This design comes from an exercise in tuning for small area on the open sky130 flow, not from production work.
Function was checked by simulation only, so behaviour that the tests miss may differ from the original.

## P
==> flow/design.v <==
module StateMain(
     input clock,
     input reset,
     input StrobeIn,
     input LDistIn,
     input RDistIn,
     output [15:0] LED,
     output IN1,
     output IN2,
     output IN3,
     output IN4,
     output PWM,
     input colorsense,
     output reg [1:0] filter_select,
     output [2:0] color_out,
     output [3:0] an,
     output [6:0] seg
     );
reg [10:0] bt;
wire bt_end = bt[10] & bt[9] & bt[8] & bt[7] & bt[6] & bt[4] & bt[0];  
reg [9:0] morse;
wire [10:0] mnext = {morse, StrobeIn};
reg [1:0] strobe;    
reg       cmd_seen;  
always @(posedge clock) begin
    if (reset | bt_end) bt <= (reset ? 11'd1001 : 11'd0);
    else bt <= bt + 11'd1;
end
wire m_stop   = (mnext == 11'b10101000000);
wire m_pause  = (mnext == 11'b10111011101);
wire m_go     = (mnext == 11'b11101110100);
wire m_resume = (mnext == 11'b10111010000);
wire m_any = m_stop | m_pause | m_go | m_resume;
always @(posedge clock) begin
    if (reset) begin
        morse <= 10'd0;
        strobe <= 2'b10;
        cmd_seen <= 1'b0;
    end else if (bt_end) begin
        morse <= m_any ? 10'd0 : mnext[9:0];
        if (m_any) begin
            strobe <= {m_go | m_resume, m_pause | m_resume};
            cmd_seen <= 1'b1;
        end
    end
end
localparam S0 = 3'd0, S1 = 3'd1, S2 = 3'd2, S3 = 3'd3, S4 = 3'd4;
reg [2:0] state;
localparam OR = 3'd5;
reg [2:0] ostate;
reg [13:0] tc;
wire tc_end = tc[13] & tc[12] & tc[10] & tc[9] & tc[7] & tc[5] & tc[4];  
wire turning = (state == S3) | (state == S4);
always @(posedge clock) begin
    if (reset) begin
        state <= S0;
        ostate <= OR;
    end else case (state)
        S0: if (strobe == 2'b10) state <= S2; else ostate <= S0;
        S1: if (strobe == 2'b11) state <= S2; else ostate <= S1;
        S2: if (strobe == 2'b00) state <= S0;
            else if (strobe == 2'b01) state <= S1;
            else if (LDistIn) state <= S3;
            else if (RDistIn) state <= S4;
            else ostate <= S2;
        default: begin
            ostate <= state;
            if (tc_end) state <= S2;
        end
    endcase
end
always @(posedge clock) begin
    if (reset | ~turning | tc_end) tc <= 14'd0;
    else tc <= tc + 14'd1;
end
assign LED[15] = (ostate == S0);
assign LED[14] = (ostate == S1);
assign LED[13] = (ostate == S2);
assign LED[12] = (ostate == S3);
assign LED[11] = (ostate == S4);
assign LED[10:9] = cmd_seen ? strobe : 2'b00;
assign LED[8:0] = 9'b0;
assign IN1 = (ostate == S0) | (ostate == S1) | (ostate == S2) | (ostate == S4);
assign IN2 = (ostate == S3);
assign IN3 = (ostate == S4);
assign IN4 = (ostate == S0) | (ostate == S1) | (ostate == S2) | (ostate == S3);
reg [1:0] wsel;  
reg [14:0] pc;
reg pwm_r;
wire pc_end = pc[14] & pc[8] & pc[4] & pc[3] & pc[1];  
always @(posedge clock) begin
    if (reset) begin
        wsel <= 2'd0;
        pc <= 15'd0;
        pwm_r <= 1'b0;
    end else begin
        wsel <= (ostate == S2) ? 2'd2 : (ostate == S3 || ostate == S4) ? 2'd1 : 2'd0;
        pc <= pc_end ? 15'd0 : pc + 15'd1;
        pwm_r <= (wsel == 2'd1) ? (pc < 15'd5833) : (wsel == 2'd2) ? (pc < 15'd8333) : 1'b0;
    end
end
assign PWM = pwm_r;
reg sig_dly;
wire pe = colorsense & ~sig_dly;
reg [12:0] cw;           
reg [11:0] fc;           
reg [11:0] rc, bc;       
reg clr_lo;              
reg [1:0] cc;            
wire cw_count = ~(cw[12] & cw[9] & cw[8] & cw[7] & cw[3]);  
wire cw_5001 = ~cw_count & ~cw[1] & cw[0];
wire cw_5002 = ~cw_count & cw[1] & ~cw[0];
wire cw_5003 = ~cw_count & cw[1] & cw[0];
wire decide = cw_5002 & (filter_select == 2'b00);
wire [11:0] g = fc;
wire ground = (rc < 225) && (bc < 225) && clr_lo && (g < 210);
wire gwin = (rc >= 50) && (g + 12'd50 > rc) && (bc >= 25) && (g + 12'd25 > bc);
wire rwin = (rc > bc) && (rc > g);
wire bwin = (bc > rc) && (bc > g);
reg [1:0] cc_new;
always @* begin
    cc_new = cc;
    if (ground) cc_new = 2'd0;
    else if (gwin) begin if (g > 300) cc_new = 2'd3; end
    else if (rwin) begin if (rc > 450 && g < 350 && bc < 350) cc_new = 2'd1; end
    else if (bwin) begin if (bc > 325 && rc < 250) cc_new = 2'd2; end
    else cc_new = 2'd0;
end
always @(posedge clock) begin
    sig_dly <= reset ? 1'b0 : colorsense;
    if (cw == 13'd0) fc <= {11'd0, pe};
    else if (cw_count) fc <= fc + {11'd0, pe};
    if (cw_5001) begin
        if (filter_select == 2'b00) rc <= fc;
        if (filter_select == 2'b01) bc <= fc;
        if (filter_select == 2'b10) clr_lo <= (fc < 450);
    end
    if (reset) begin
        cw <= 13'd0;
        filter_select <= 2'b00;
        cc <= 2'd0;
    end else begin
        cw <= (decide | cw_5003) ? 13'd0 : cw + 13'd1;
        if (cw_5001) filter_select <= filter_select + 2'd1;
        if (decide) cc <= cc_new;
    end
end
assign color_out = {cc == 2'd3, cc == 2'd2, cc == 2'd1};
localparam A0 = 2'd0, A1 = 2'd1, F1 = 2'd2, D2 = 2'd3;
reg [1:0] ds;
reg [14:0] dx;       
reg [1:0] ldc;       
reg [1:0] sel;       
reg [10:0] rcnt;     
reg rflag;           
wire cv = (cc != 2'd0);
wire f_end = dx[10] & dx[9] & dx[8] & dx[7] & dx[6] & dx[4];    
wire d_end = dx[14] & dx[11] & dx[10] & dx[9] & dx[5];          
always @(posedge clock) begin
    rflag <= reset;
    if (reset) begin
        ds <= A0;
        dx <= 15'd0;
        sel <= 2'd0;
        rcnt <= 11'h7ff;
    end else begin
        rcnt <= rcnt + 11'd1;
        sel <= (strobe[1] && ds == D2) ? ldc : 2'd0;
        case (ds)
            A0: begin dx <= 15'd0; if (cv) ds <= F1; end
            A1: if (cv) begin ds <= F1; dx <= 15'd2000; end
            F1: if (f_end) begin
                    dx <= 15'd0;
                    if (cv) begin ds <= D2; ldc <= cc; end
                    else ds <= A0;
                end else dx <= dx + 15'd1;
            D2: if (d_end) begin dx <= 15'd0; ds <= A1; end
                else dx <= dx + 15'd1;
        endcase
    end
end
wire [1:0] rf = rcnt[10:9];
assign an = rflag ? 4'b1111 :
            (rf == 2'd0) ? 4'b0111 : (rf == 2'd1) ? 4'b1011 : (rf == 2'd2) ? 4'b1101 : 4'b1110;
reg [6:0] seg_c;
always @* begin
    case ({sel, rf})
        4'b01_00: seg_c = 7'b0101111;
        4'b01_01: seg_c = 7'b0000110;
        4'b01_10: seg_c = 7'b0100001;
        4'b01_11: seg_c = 7'b1111111;
        4'b10_00: seg_c = 7'b0000011;
        4'b10_01: seg_c = 7'b1000111;
        4'b10_10: seg_c = 7'b1100011;
        4'b10_11: seg_c = 7'b0000110;
        4'b11_00: seg_c = 7'b0010000;
        4'b11_01: seg_c = 7'b0101111;
        4'b11_10: seg_c = 7'b0101011;
        4'b11_11: seg_c = 7'b1111111;
        default:  seg_c = 7'b0000000;
    endcase
end
assign seg = seg_c;
endmodule
module VerilogFile(
input SW0,
input SW1,
input clock,
input reset,
output IN1,
output IN2,
output IN3,
output IN4,
output PWMA,
output PWMB,
output [15:0] LED,
output[3:0] an,
output[6:0] seg,
input LDistIn,
input RDistIn,
input StrobeIn,
output [1:0]filter_select,
input colorsense,
output [2:0] color_out
);
StateMain u4(.clock(clock),.reset(reset),.IN1(IN1),.IN2(IN2),.IN3(IN3),.IN4(IN4),.LDistIn(LDistIn),.RDistIn(RDistIn),.LED(LED),.StrobeIn(StrobeIn),.PWM(PWMA),
.filter_select(filter_select),.colorsense(colorsense),.color_out(color_out),.an(an),.seg(seg));
assign PWMB = PWMA;
endmodule
==> flow/config.mk <==
export PLATFORM = sky130hd
export DESIGN_NAME = VerilogFile
export DESIGN_NICKNAME = VerilogFile
export VERILOG_FILES = /design/flow/design.v
export SDC_FILE = /design/flow/constraint.sdc
export NUM_CORES = 4
export LEC_CHECK = 0
export CAP_MARGIN = 20
export CORE_MARGIN = 2
export CORE_UTILIZATION = 40
export SLEW_MARGIN = 20
==> flow/constraint.sdc <==
create_clock -name core_clock -period 10.0 [get_ports {clock}]
set_input_delay 2.0000 -clock core_clock [delete_from_list [all_inputs] [get_ports {clock}]]
set_output_delay 2.0000 -clock core_clock [all_outputs]
set_load 0.01 [all_outputs]
standard.sh (not shown) runs the stock make flow with config.mk's settings and CLKGATE_MAP_FILE= SYNTH_SCRIPT=/design/flow/synth_recipe.tcl, a recipe that flattens the netlist after the stock synthesis.
==> flow/flow/run.sh <==
#!/bin/bash
# Standard layout with minimum-size port buffers and a lighter clock tree.
set -e
export BUFFER_PORTS_ARGS="-buffer_cell sky130_fd_sc_hd__buf_1"
export CTS_ARGS="-sink_clustering_enable -repair_clock_nets -dont_use_dummy_load -buf_list sky130_fd_sc_hd__clkbuf_8"
bash standard.sh > standard.log 2>&1
No stage failed in P, and the final checks on the layout all came back clean.
Input-level comparison between Q and P:
==> flow/run.sh (new file) <==
#!/bin/bash
# synth_recipe.tcl (not shown) runs the flow's synth.tcl, then flattens the netlist and writes it again
# the make line also repeats each setting of config.mk as NAME=value (left out here)
make -C /OpenROAD-flow-scripts/flow DESIGN_CONFIG=/design/flow/config.mk WORK_HOME=/design/flow/orfs CLKGATE_MAP_FILE= SYNTH_SCRIPT=/design/flow/synth_recipe.tcl finish
removed: flow/flow/run.sh
removed: flow/standard.sh
Results
There was hardly any difference in number of vias after detailed routing between P and Q. Q vs. P: design area higher, fmax lower. Slowest stage cell on the critical path = sky130_fd_sc_hd__clkdlybuf4s50_1: Q; slowest stage cell on the critical path = sky130_fd_sc_hd__dfxtp_1: P.

[separate check: timing with driven ports]
In the flow no input, the clock included, has a driving cell. The finished layouts below were timed again as built, in two steps.
Step 1 sets driving cells, clkbuf_16 on the clock port and buf_2 on the other inputs (assumed; they add their load-dependent delay and slew).
Step 2 times the ports against the registers' clock, not the clock port: input delays grow and output delays shrink by t, the midpoint of the rising clock arrivals with the driver on.
Three values: ideal, step 1, step 2; two values: the first two.
run | shift t [ns] | setup WS [ns] | worst slew at a driven data input, ns | cell pins on the clock port's net
P | 0.460 | 6.151 / 6.115 / 6.285 | 0.04 | 1
Q | 0.463 | 5.791 / 5.748 / 5.936 | 0.04 | 1
After both steps setup and hold are still met in every run listed.
